This design comes from an exercise in tuning for small area and a short achievable clock period on the open sky130 flow, not from production work.
The RTL was checked by simulation tests, not by an equivalence proof against the original design.
Power and IR drop assume default switching activity.

### flow/config.mk
export PLATFORM = sky130hd
export DESIGN_NAME = NEURON
export DESIGN_NICKNAME = NEURON
export VERILOG_FILES = /design/flow/design.v
export SDC_FILE = /design/flow/constraint.sdc
export NUM_CORES = 4
export LEC_CHECK = 0
export CAP_MARGIN = 20
export CORE_MARGIN = 2
export CORE_UTILIZATION = 40
export SLEW_MARGIN = 20
### flow/constraint.sdc
create_clock -name core_clock -period 11.0 [get_ports {Clock}]
set_input_delay 2.2000 -clock core_clock [delete_from_list [all_inputs] [get_ports {Clock}]]
set_output_delay 2.2000 -clock core_clock [all_outputs]
set_load 0.01 [all_outputs]
### flow/design.v
`timescale 1ns / 1ps
module HA (I1, I2, sum, carry);
input I1, I2;
output sum, carry;
xor (sum, I1, I2);
and (carry, I1, I2);
endmodule
module FA (I1, I2, I3, sum, carry);
input I1, I2, I3;
output sum, carry;
xor (xout, I1, I2);
xor (sum, xout, I3);
and (o1, I1, I2);
and (o2, xout, I3);
or (carry, o1, o2);
endmodule
module MYLTIPLY6BIT (SignA, SignB, ExponentA, ExponentB, MantissaA, MantissaB, SignOut, ExponentOut, ExponentC, MantissaOut);
input SignA;
input SignB;
input [4:0] ExponentA;
input [4:0] ExponentB;
input	[5 :0] MantissaA;
input	[5 :0] MantissaB;
output SignOut;
output [5:0] ExponentOut;
output ExponentC;
output [11 :0] MantissaOut;
assign SignOut = SignA ~^ SignB;
FA	inst1	(ExponentA[0], ExponentB[0], 1'b0, ExponentOut[0], rca1);
FA	inst2	(ExponentA[1], ExponentB[1], rca1, ExponentOut[1], rca2);
FA	inst3 (ExponentA[2], ExponentB[2], rca2, ExponentOut[2], rca3);
FA	inst4	(ExponentA[3], ExponentB[3], rca3, ExponentOut[3], rca4);
FA	inst5	(ExponentA[4], ExponentB[4], rca4, ExponentOut[4], ExponentC);
assign ExponentOut[5]=ExponentC;
wire	[35 :1]	pp;
wire	[4 :0]	r1c;
wire	[4 :1]	r1s;
wire	[4 :0]	r2c;
wire	[4 :1]	r2s;
wire	[4 :0]	r3c;
wire	[4 :1]	r3s;
wire	[4 :0]	r4c;
wire	[4 :1]	r4s;
wire	[4 :0]	r5c;
wire	[4 :1]	r5s;
wire	[3 :0]	r6c;
and	(MantissaOut[0], MantissaA[0], MantissaB[0]);
and	(pp[1], MantissaA[0], MantissaB[1]);
and	(pp[2], MantissaA[0], MantissaB[2]);
and	(pp[3], MantissaA[0], MantissaB[3]);
and	(pp[4], MantissaA[0], MantissaB[4]);
and	(pp[5], MantissaA[0], MantissaB[5]);
and	(pp[6], MantissaA[1], MantissaB[0]);
and	(pp[7], MantissaA[1], MantissaB[1]);
and	(pp[8], MantissaA[1], MantissaB[2]);
and	(pp[9], MantissaA[1], MantissaB[3]);
and	(pp[10], MantissaA[1], MantissaB[4]);
and	(pp[11], MantissaA[1], MantissaB[5]);
and	(pp[12], MantissaA[2], MantissaB[0]);
and	(pp[13], MantissaA[2], MantissaB[1]);
and	(pp[14], MantissaA[2], MantissaB[2]);
and	(pp[15], MantissaA[2], MantissaB[3]);
and	(pp[16], MantissaA[2], MantissaB[4]);
and	(pp[17], MantissaA[2], MantissaB[5]);
and	(pp[18], MantissaA[3], MantissaB[0]);
and	(pp[19], MantissaA[3], MantissaB[1]);
and	(pp[20], MantissaA[3], MantissaB[2]);
and	(pp[21], MantissaA[3], MantissaB[3]);
and	(pp[22], MantissaA[3], MantissaB[4]);
and	(pp[23], MantissaA[3], MantissaB[5]);
and	(pp[24], MantissaA[4], MantissaB[0]);
and	(pp[25], MantissaA[4], MantissaB[1]);
and	(pp[26], MantissaA[4], MantissaB[2]);
and	(pp[27], MantissaA[4], MantissaB[3]);
and	(pp[28], MantissaA[4], MantissaB[4]);
and	(pp[29], MantissaA[4], MantissaB[5]);
and	(pp[30], MantissaA[5], MantissaB[0]);
and	(pp[31], MantissaA[5], MantissaB[1]);
and	(pp[32], MantissaA[5], MantissaB[2]);
and	(pp[33], MantissaA[5], MantissaB[3]);
and	(pp[34], MantissaA[5], MantissaB[4]);
and	(pp[35], MantissaA[5], MantissaB[5]);
HA	inst37	(pp[6], pp[1], MantissaOut[1], r1c[0]);
FA	inst38	(pp[7], pp[2], r1c[0], r1s[1], r1c[1]);
FA	inst39	(pp[8], pp[3], r1c[1], r1s[2], r1c[2]);
FA	inst40	(pp[9], pp[4], r1c[2], r1s[3], r1c[3]);
FA	inst41	(pp[10], pp[5], r1c[3], r1s[4], r1c[4]);
HA	inst42	(r1s[1], pp[12], MantissaOut[2], r2c[0]);
FA	inst43	(r1s[2], pp[13], r2c[0], r2s[1], r2c[1]);
FA	inst44	(r1s[3], pp[14], r2c[1], r2s[2], r2c[2]);
FA	inst45	(r1s[4], pp[15], r2c[2], r2s[3], r2c[3]);
FA	inst46	(r1c[4], pp[11], r2c[3], r2s[4], r2c[4]);
HA	inst47	(r2s[1], pp[18], MantissaOut[3], r3c[0]);
FA	inst48	(r2s[2], pp[19], r3c[0], r3s[1], r3c[1]);
FA	inst49	(r2s[3], pp[20], r3c[1], r3s[2], r3c[2]);
FA	inst50	(r2s[4], pp[16], r3c[2], r3s[3], r3c[3]);
FA	inst51	(r2c[4], pp[17], r3c[3], r3s[4], r3c[4]);
HA	inst52	(r3s[1], pp[24], MantissaOut[4], r4c[0]);
FA	inst53	(r3s[2], pp[25], r4c[0], r4s[1], r4c[1]);
FA	inst54	(r3s[3], pp[21], r4c[1], r4s[2], r4c[2]);
FA	inst55	(r3s[4], pp[22], r4c[2], r4s[3], r4c[3]);
FA	inst56	(r3c[4], pp[23], r4c[3], r4s[4], r4c[4]);
HA	inst57	(r4s[1], pp[30], MantissaOut[5], r5c[0]);
FA	inst58	(r4s[2], pp[26], r5c[0], r5s[1], r5c[1]);
FA	inst59	(r4s[3], pp[27], r5c[1], r5s[2], r5c[2]);
FA	inst60	(r4s[4], pp[28], r5c[2], r5s[3], r5c[3]);
FA	inst61	(r4c[4], pp[29], r5c[3], r5s[4], r5c[4]);
HA	inst62	(r5s[1], pp[31], MantissaOut[6], r6c[0]);
FA	inst63	(r5s[2], pp[32], r6c[0], MantissaOut[7], r6c[1]);
FA	inst64	(r5s[3], pp[33], r6c[1], MantissaOut[8], r6c[2]);
FA	inst65	(r5s[4], pp[34], r6c[2], MantissaOut[9], r6c[3]);
FA	inst66	(r5c[4], pp[35], r6c[3], MantissaOut[10], MantissaOut[11]);
endmodule
`timescale 1ns / 1ps
module ADDER (Clock, SignA, SignB, ExponentA, ExponentB, MantissaA, MantissaB, SignOut, ExponentOut, MantissaOut, Cout);
	input Clock;
	input SignA;
	input SignB;
	input [5 :0] ExponentA;
	input [5 :0] ExponentB;
	input	[11 :0] MantissaA;
	input	[11 :0] MantissaB;
	output reg SignOut;
	output reg[5:0] ExponentOut;
	output [11 :0] MantissaOut;
	output Cout;
	reg mode;  
	reg [5 :0] diff;
	reg [11 :0] ma;
	reg [11 :0] mb;
	reg [11 :0] aa;
	reg [11 :0] bb;
	always @ (posedge Clock)
	begin
		if(ExponentA==ExponentB)
		begin
			diff <= ExponentA - ExponentB;
			ma <= MantissaA;
			mb <= MantissaB;
			ExponentOut <= ExponentA;
		end
		else if (ExponentA > ExponentB) 
		begin 
			diff <= ExponentA - ExponentB;
			mb <= MantissaB >> diff;
			ma <= MantissaA;
			ExponentOut <= ExponentA;
		end
		else if (ExponentB > ExponentA) 
		begin
			diff <= ExponentB - ExponentA;
			ma <= MantissaA >> diff;
			mb <= MantissaB;
			ExponentOut <= ExponentB;
		end
		if ((SignA == 1) && (SignB == 1))
		begin 
			SignOut <= 1;
			aa <= ma;
			bb <= mb;
			mode <= 1'b0;
		end
		else if ((SignA == 0) && (SignB == 0))
		begin
			SignOut <= 0;
			aa <= ma;
			bb <= mb;
			mode <= 1'b0;
		end
		else if ((SignA == 0) && (SignB == 1))
		begin 
			if (ma>mb)
			begin
				SignOut <= 0;
				aa <= ma;
				bb <= ~mb;
				mode <= 1'b1;
			end
			else
			begin
				SignOut <= 1;
				aa <= mb;
				bb <= ~ma;
				mode <= 1'b1;
			end
		end
		else if ((SignA == 1) && (SignB == 0))
		begin 
			if (ma>mb)
			begin 
				SignOut <= 1;
				aa <= ma;
				bb <= ~mb;
				mode <= 1'b1;
			end
			else
			begin
				SignOut <= 0;
				aa <= mb;
				bb <= ~ma;
				mode <= 1'b1;
			end
		end
	end
	FA	inst100	(aa[0], bb[0], mode, MantissaOut[0], rca1);
	FA	inst101	(aa[1], bb[1], rca1, MantissaOut[1], rca2);
	FA	inst102	(aa[2], bb[2], rca2, MantissaOut[2], rca3);
	FA	inst103	(aa[3], bb[3], rca3, MantissaOut[3], rca4);
	FA	inst104	(aa[4], bb[4], rca4, MantissaOut[4], rca5);
	FA	inst105	(aa[5], bb[5], rca5, MantissaOut[5], rca6);
	FA	inst106	(aa[6], bb[6], rca6, MantissaOut[6], rca7);
	FA	inst107	(aa[7], bb[7], rca7, MantissaOut[7], rca8);
	FA	inst108	(aa[8], bb[8], rca8, MantissaOut[8], rca9);
	FA	inst109	(aa[9], bb[9], rca9, MantissaOut[9], rca10);
	FA	inst110	(aa[10], bb[10], rca10, MantissaOut[10], rca11);
	FA	inst111	(aa[11], bb[11], rca11, MantissaOut[11], Cout);
endmodule
`timescale 1ns / 1ps
module TANH(Clock, Sign, Exponent, Mantissa, SignOut, ExponentOut, MantissaOut);
	input Clock;
	input Sign;
	input [5:0] Exponent;
	input [11:0] Mantissa;
	output reg SignOut;
	output reg[4:0] ExponentOut;
	output reg[5:0] MantissaOut;
	always @(posedge Clock)
	begin
		if (Sign == 0 && Exponent == 6'b000000 && Mantissa == 12'b000000000000)
		begin
			SignOut <= 0;
			ExponentOut <= 5'b00000;
			MantissaOut <= 6'b000000;
		end
		else if(Sign == 1)
		begin 
			if (((Exponent == 6'b100000) && (Mantissa[11] == 1)) || (Exponent >= 6'b100000))
			begin
				SignOut <= Sign;
				ExponentOut <= 5'b01111;
				MantissaOut <= 6'b000000;
			end 
			else if ((Exponent == 6'b011111) && (Mantissa[11] == 1))
			begin
				SignOut <= Sign;
				ExponentOut <= 5'b01110;
				MantissaOut <= 6'b111000;
			end
			else if (((Exponent == 6'b011111) && (Mantissa[11:6] == 6'b000111)) || (Exponent == 6'b011111))
			begin
				SignOut <= Sign;
				ExponentOut <= 5'b01110;
				MantissaOut <= 6'b101100;
			end
			else if (((Exponent == 6'b011111) && (Mantissa[11:6] == 6'b000000)) || (Exponent == 6'b011110))
			begin
				SignOut <= Sign;
				ExponentOut <= 5'b01110;
				MantissaOut <= 6'b100000;
			end
			else if ((Exponent == 6'b011110) && (Mantissa[11:10] == 2'b01))
			begin
				SignOut <= Sign;
				ExponentOut <= 5'b01110;
				MantissaOut <= 6'b010100;
			end
			else if (Exponent == 6'b011110) 
			begin
				SignOut <= Sign;
				ExponentOut <= 5'b01110;
				MantissaOut <= 6'b000100;
			end
			else if (Exponent == 6'b011101)
			begin
				SignOut <= Sign;
				ExponentOut <= 5'b01101;
				MantissaOut <= 6'b011000;
			end
			else if (Exponent == 6'b011100)
			begin
				SignOut <= Sign;
				ExponentOut <= 5'b01100;
				MantissaOut <= 6'b011110;
			end
			else
			begin
				SignOut <= Sign;
				ExponentOut <= 5'b01011;
				MantissaOut <= 6'b001000;
			end
		end
		else
		begin
			if ( ((Exponent == 6'b100000) && (Mantissa[11] == 1)) || (Exponent >= 6'b100000))
			begin
				SignOut <= Sign;
				ExponentOut <= 5'b01111;
				MantissaOut <= 6'b000000;
			end 
			else if ((Exponent == 6'b011111) && (Mantissa[11] == 1))
			begin
				SignOut <= Sign;
				ExponentOut <= 5'b01110;
				MantissaOut <= 6'b111000;
			end
			else if (((Exponent == 6'b011111) && (Mantissa[11:6] == 6'b000111)) || (Exponent == 6'b011111))
			begin
				SignOut <= Sign;
				ExponentOut <= 5'b01110;
				MantissaOut <= 6'b101100;
			end
			else if (((Exponent == 6'b011111) && (Mantissa[11:6] == 6'b000000)) || (Exponent == 6'b011110))
			begin
				SignOut <= Sign;
				ExponentOut <= 5'b01110;
				MantissaOut <= 6'b100001;
			end
			else if ((Exponent == 6'b011110) && (Mantissa[11:10] == 2'b01))
			begin
				SignOut <= Sign;
				ExponentOut <= 5'b01110;
				MantissaOut <= 6'b010100;
			end
			else if (Exponent == 6'b011110) 
			begin
				SignOut <= Sign;
				ExponentOut <= 5'b01110;
				MantissaOut <= 6'b000100;
			end
			else if (Exponent == 6'b011101)
			begin
				SignOut <= Sign;
				ExponentOut <= 5'b01101;
				MantissaOut <= 6'b011000;
			end
			else if (Exponent == 6'b011100)
			begin
				SignOut <= Sign;
				ExponentOut <= 5'b01100;
				MantissaOut <= 6'b011110;
			end
			else
			begin
				SignOut <= Sign;
				ExponentOut <= 5'b01011;
				MantissaOut <= 6'b001000;
			end
		end
	end
endmodule
`timescale 1ns / 1ps
module SIGMOID(Clock, Sign, Exponent, Mantissa, SignOut, ExponentOut, MantissaOut);
	input Clock;
	input Sign;
	input [5:0] Exponent;
	input [11:0] Mantissa;
	output reg SignOut;
	output reg[4:0] ExponentOut;
	output reg[5:0] MantissaOut;
	always @(posedge Clock )
	begin
		if (Sign == 0 && Exponent == 6'b000000 && Mantissa == 12'b000000000000)
		begin
			SignOut <= 1;
			ExponentOut <= 5'b01110;
			MantissaOut <= 6'b000000;
		end
		else if (Sign == 0)
		begin
			if (Exponent >= 6'b100001)
			begin
				SignOut <= 1;
				ExponentOut <= 5'b00000;
				MantissaOut <= 6'b000000;
			end
			else if (Exponent == 6'b100000)
			begin
				SignOut <= 1;
				ExponentOut <= 5'b01011;
				MantissaOut <= 6'b000000;
			end
			else if ((Exponent == 6'b011111 && ((Mantissa[11:8] == 4'b1111) || Mantissa[11:8] == 4'b0111)))
			begin
				SignOut <= 1;
				ExponentOut <= 5'b01100;
				MantissaOut <= 6'b010000;
			end
			else if ((Exponent == 6'b011110 && Mantissa [11:10] == 2'b11) || (Exponent == 6'b011111))
			begin
				SignOut <= 1;
				ExponentOut <= 5'b01101;
				MantissaOut <= 6'b000001;
			end
			else if (Exponent == 6'b011110)
			begin
				SignOut <= 1;
				ExponentOut <= 5'b01101;
				MantissaOut <= 6'b011000;
			end
			else
			begin
				SignOut <= 1;
				ExponentOut <= 5'b01101;
				MantissaOut <= 6'b110100;
			end
		end
		else
		begin
			if (Exponent >= 6'b100001)
			begin
				SignOut <= 1;
				ExponentOut <= 5'b01111;
				MantissaOut <= 6'b000000;
			end
			else if (Exponent == 6'b100000)
			begin
				SignOut <= 1;
				ExponentOut <= 5'b01110;
				MantissaOut <= 6'b111010;
			end
			else if ((Exponent == 6'b011111 && ((Mantissa[11:8] == 4'b1111) || Mantissa[11:8] == 4'b0111)))
			begin
				SignOut <= 1;
				ExponentOut <= 5'b01110;
				MantissaOut <= 6'b110000;
			end
			else if ((Exponent == 6'b011110 && Mantissa [11:10] == 2'b11) || (Exponent == 6'b011111))
			begin
				SignOut <= 1;
				ExponentOut <= 5'b01110;
				MantissaOut <= 6'b100000;
			end
			else if (Exponent == 6'b011110)
			begin
				SignOut <= 1;
				ExponentOut <= 5'b01110;
				MantissaOut <= 6'b010100;
			end
			else
			begin
				SignOut <= 1;
				ExponentOut <= 5'b01110;
				MantissaOut <= 6'b000110;
			end
		end
	end
endmodule
`timescale 1ns / 1ps
module RELU(Clock, Sign, Exponent, Mantissa, SignOut, ExponentOut, MantissaOut);
	input Clock;
	input Sign;
	input [5:0] Exponent;
	input [11:0] Mantissa;
	output reg SignOut;
	output reg[4:0] ExponentOut;
	output reg[5:0] MantissaOut;
	always @(posedge Clock)
	begin
		if (Sign == 0 && Exponent == 6'b000000 && Mantissa == 12'b000000000000)
		begin 
			SignOut <= 0;
			ExponentOut <= 5'b00000;
			MantissaOut <= 6'b000000;
		end
		else if (Sign == 1)
		begin
			SignOut <= Sign;
			ExponentOut <= Exponent[4:0];
			MantissaOut <= Mantissa[11:6];
		end
		else
		begin
			SignOut <= 0;
			ExponentOut <= 5'b00000;
			MantissaOut <= 6'b000000;
		end
	end
endmodule
`timescale 1ns / 1ps
module NEURON(Clock, SignA, SignB, SignC, SignD, ExponentA, ExponentB, ExponentC, ExponentD, MantissaA, MantissaB, MantissaC, MantissaD, SignOut, ExponentOut, MantissaOut, SignOut1, ExponentOut1, MantissaOut1, SignOut2, ExponentOut2, MantissaOut2);
input Clock;
input SignA;
input SignB;
input SignC;
input SignD;
input [4:0] ExponentA;
input [4:0] ExponentB;
input [4:0] ExponentC;
input [4:0] ExponentD;
input [5:0] MantissaA;
input [5:0] MantissaB;
input [5:0] MantissaC;
input [5:0] MantissaD;
output SignOut, SignOut1, SignOut2;
output [4:0] ExponentOut, ExponentOut1, ExponentOut2;
output [5:0] MantissaOut, MantissaOut1, MantissaOut2;
wire Sign1, Sign2, SignADD, ExponentC3, ExponentC1, ExponentC2;
wire [5:0] Exponent1, Exponent2, ExponentADD;
wire [11:0] Mantissa1, Mantissa2, MantissaADD;
MYLTIPLY6BIT inst1 (SignA, SignB, ExponentA, ExponentB, MantissaA, MantissaB, Sign1, Exponent1, ExponentC1, Mantissa1);
MYLTIPLY6BIT inst2 (SignC, SignD, ExponentC, ExponentD, MantissaC, MantissaD, Sign2, Exponent2, ExponentC2, Mantissa2);
ADDER inst3 (Clock, Sign1, Sign2, Exponent1, Exponent2, Mantissa1, Mantissa2, SignADD, ExponentADD, MantissaADD, ExponentC3);
TANH inst4 (Clock, SignADD, ExponentADD, MantissaADD, SignOut, ExponentOut, MantissaOut);
SIGMOID inst5 (Clock, SignADD, ExponentADD, MantissaADD, SignOut1, ExponentOut1, MantissaOut1);
RELU inst6 (Clock, SignADD, ExponentADD, MantissaADD, SignOut2, ExponentOut2, MantissaOut2);
endmodule
### flow/run.sh
#!/bin/bash
# synth_recipe.tcl (not shown) runs the flow's synth.tcl, then flattens the netlist and writes it again
# the make line also repeats each setting of config.mk as NAME=value (left out here)
make -C /OpenROAD-flow-scripts/flow DESIGN_CONFIG=/design/flow/config.mk WORK_HOME=/design/flow/orfs CLKGATE_MAP_FILE= SYNTH_SCRIPT=/design/flow/synth_recipe.tcl finish
==> run summary <==
* Run status: finished clean
* DP Cell Count at 1175
* Finished Layout Cells at 1191
* 1st-pass router iterations at 5
* Worst path slowest cell: fa_1
* Internal reg-to-reg setup slack at 4.85 ns
* Ys async rst share at 0%
* Fin. Hold Viols at 0
* Setup TNS at 0 ns
* Top cells by area, synth: fa_1 (17%), dfxtp_1 (15%), edfxtp_1 (14%), ha_1 (6.6%), inv_1 (5.6%)
* Routed wire length at 17100 microns
* Sequential area share after synthesis at 28.1%
* Hold_buf cts at 0
* Clock buffer depth at 2
* Total power divided by cell area at 277 mW/mm^2
* Post-cts sizing count at 0
* Critical path depth at 26
* Die span in y at 145 microns
* Critical path's top delay family: adder cells
* Buf+Inv Stages, Crit Path at 7
* CTS H-tree lvls at 3
* Max incr delay on CP at 0.55 ns
* Post-CTS Setup Inserts at 0
* RD Place Congestion at 0.869
* Final Slew Violations at 0
* Antenna Cells at 0
* Synth Area per Inst at 9.10 sq um
* R2r endpoint: inst5.MantissaOut[0]
* Most frequent cells in the layout: inv_1 (118), nand2_1 (97), clkdlybuf4s50_1 (81), fa_1 (69), and2_1 (68)
* Top cell type by total area after synthesis: fa_1
* Worst slew margin at 35.1%
* CP endpoint kind: flip-flop
* Hold Path Class: flip-flop to flip-flop
* Ratio of final minimum period to clock period at 92.7%
* Ys Warns at 22
* Path depth of the worst reg2reg path at 18
* CTS Sinks at 94
* Area after DPL at 0.00893 sq mm
* Antenna Nets Post-Route at 0
* Top FF cell, synth: dfxtp_1
* Worst VDD drop at 124 uV
* Synth cell types at 67
* Post-DP HPWL at 13200 microns
* Area Growth Syn to Fin at 15.7%
* I/O Buffers at 81
* Core area at 0.0195 sq mm
* Setup ws final at 0.807 ns
* Total GRT Usage at 16.9%
* Initial Utilization at 40.8%
* Row Count at 51
* Commonest non-fill, non-tap cell in the layout: inv_1
* Routed wire per std cell at 14.3 microns
* Num CTS Buffers at 9
* Crit start category: input port
* Crit Path Max Fanout at 7
* Layout filler cell count at 1961
* Most frequent CP cell: fa_1
* Clock skew at 0.00828 ns
* Leakage at 3.90 nW
* First DRT Iteration DRCs at 587
* Number of max-cap violations at 0
* Crit path launch: MantissaB[0]
* Vias/cell at 5.27
* Post-synthesis instance total at 877
* Syn Std Cell Area at 0.00798 sq mm
* Critical path class: input port to flip-flop
* Post-synth EDFFs at 36
* FF-to-FF Start: inst3.aa[0]
* Vias in the first global route at 6235
* Total die area at 0.0211 sq mm
* # nets final at 1081
* Clock Latency Late Sink at 0.35 ns
* Fmax at 98.1 MHz
* # DRC at 0
* Top cell type's share of synthesized area at 17.3%
* Initial antenna violation count at 0
* Critical path data required time at 11.08 ns
* CTS tree: built
* I/O pins at 85
* Unrepaired setup endpoints after global routing: no
* Largest net degree at the start of global routing at 40
* Total Power at 2.56 mW
* Clk slew on worst S/H paths at 0.07 ns
* DR vias at 6275
* Setup crit end: inst3.ma[0]
* First-pass GRT wire length at 30000 microns
* Pre-CTS WS at 0.420 ns
* Post-route cell area at 0.00923 sq mm
* Layout cells sized above 1 at 4.97%
* CP arrival at 10.27 ns
* Setup violators final at 0
* Min Tclk post-route at 10.19 ns
* #FFs+latches synth at 94
* Clock root cell: clkbuf_16
* Tightest Pin Transition at 0.973 ns
* GR Overflow Total at 0
* Die Wd at 145 microns
-- stage by stage --
step,hold slack (ns),util (%)
after floorplan,0.475,-
after global placement,0.519,45.7
after detailed placement,0.523,45.7
after CTS,0.540,47.3
after global routing,0.590,47.3
final,0.541,47.3
-- worst reg2reg max path, stage by stage (launching register included) --
cell and delay (ns):
dfxtp_1 0.30, inv_1 0.07, fa_1 0.16, inv_1 0.05, fa_1 0.37, fa_1 0.40, fa_1 0.42, fa_1 0.41
fa_1 0.41, fa_1 0.39, fa_1 0.40, fa_1 0.39, fa_1 0.39, fa_1 0.53, nor4_1 0.32, nand3b_1 0.17
nor4_4 0.52, nor2_1 0.15, nor4bb_1 0.18
-- cell type report --
type	instances	area, sq um	share of cell area [%]
inverters	119	447	4.84
well taps	265	332	3.59
clock buffers	9	225	2.44
flip-flops and latches	94	2240	24.3
repair buffers	89	871	9.44
clock inverters	7	72.6	0.786
multi-input cells	608	5040	54.6
-- power by group --
group,switching [mW],leakage (nW),internal (mW)
sequential,0.151,0.859,0.566
clock,0.144,0.144,0.161
combinational,0.872,2.90,0.665
-- synth_stat cells (5+ instances only) --
cell type	instances
a211oi_1	10
a21o_1	9
a21oi_1	34
a221oi_1	14
a22o_1	5
and2_1	68
buf_2	7
clkbuf_1	39
dfxtp_1	58
edfxtp_1	36
fa_1	69
ha_1	42
inv_1	118
mux2i_1	21
nand2_1	97
nand2b_1	6
nand3_1	6
nand3b_1	5
nand4_1	6
nor2_1	51
nor3_1	17
nor4_1	6
o2111ai_1	11
o21ai_0	18
o311ai_0	19
o311ai_1	6
o31ai_1	9
or2_2	8
xnor2_1	6
-- cell families after synthesis --
| family | count (synthesis) | synth area share, % |
|---|---|---|
| other | 2 | 0.0942 |
| adder cells (fa/ha/maj) | 111 | 23.9 |
| multiplexers | 26 | 3.62 |
| AND/OR/NAND/NOR | 283 | 18.0 |
| flip-flops | 94 | 28.1 |
| AO/OA/AOI/OAI | 177 | 16.6 |
| buffers and inverters | 176 | 8.86 |
| XOR/XNOR | 8 | 0.878 |
-- sequential cells by signal, summed over array words and instances, names as in the netlist --
register           flops
inst3.aa              12
inst4.SignOut          1
inst4.ExponentOut      4
inst6.ExponentOut      5
inst3.mb              12
inst3.ma              12
inst3.bb              12
inst5.MantissaOut      6
inst3.diff             6
inst3.ExponentOut      6
inst4.MantissaOut      6
inst6.MantissaOut      6
inst3.SignOut          1
inst3.mode             1
inst5.ExponentOut      4
-- per-layer routing --
layer	wire length, microns	GRT usage, %
met1	7910	22.8
met2	8050	28.1
met3	784	2.80
met4	330	4.56
met5	0	0
-- worst min-delay path by stage --
| stage | startpoint | end | slack, ns | cells after the start |
|---|---|---|---|---|
| 4_1_cts | inst3.mb[11] | inst3.bb[11] | 0.54 | 2 |
| 2_1_floorplan | inst3.mb[4] | inst3.bb[4] | 0.48 | 2 |
| 3_5_place_dp | inst3.mb[4] | inst3.bb[4] | 0.52 | 2 |
| 5_1_grt | inst3.mb[4] | inst3.bb[4] | 0.59 | 2 |
| 6_report | inst3.mb[11] | inst3.bb[11] | 0.54 | 2 |
| 3_3_place_gp | inst3.mb[11] | inst3.bb[11] | 0.52 | 2 |

-- static timing again, ports no longer ideal --
The flow's constraints put no driver on any port. The routed layout listed below was extracted and timed again, unchanged, in two steps.
Step 1 (the two cells are an assumption about what drives the block):
set clk [get_ports {Clock}]
set_driving_cell -lib_cell sky130_fd_sc_hd__clkbuf_16 $clk
set_driving_cell -lib_cell sky130_fd_sc_hd__buf_2 [delete_from_list [all_inputs] $clk]
Step 2 adds t to the input delays and takes it off the output delays; t is the mean of the earliest and latest rising clock arrival at the registers after step 1. Input paths then give back, and output paths get back, about the clock's delay inside the block.
Slacks: no drivers / after step 1 / after step 2; pairs: no drivers / after step 1.
t, ns: 0.381
slack for setup (ns): 0.807 / 0.821 / 0.440
clock arrival spread, ns: 0.008 / 0.008
worst register clock-pin slew, ns: 0.07 / 0.07
After both steps setup and hold are still met in this run. For this run, drivers alone change the setup slack by +0.014 ns; drivers and shift together by -0.367 ns.
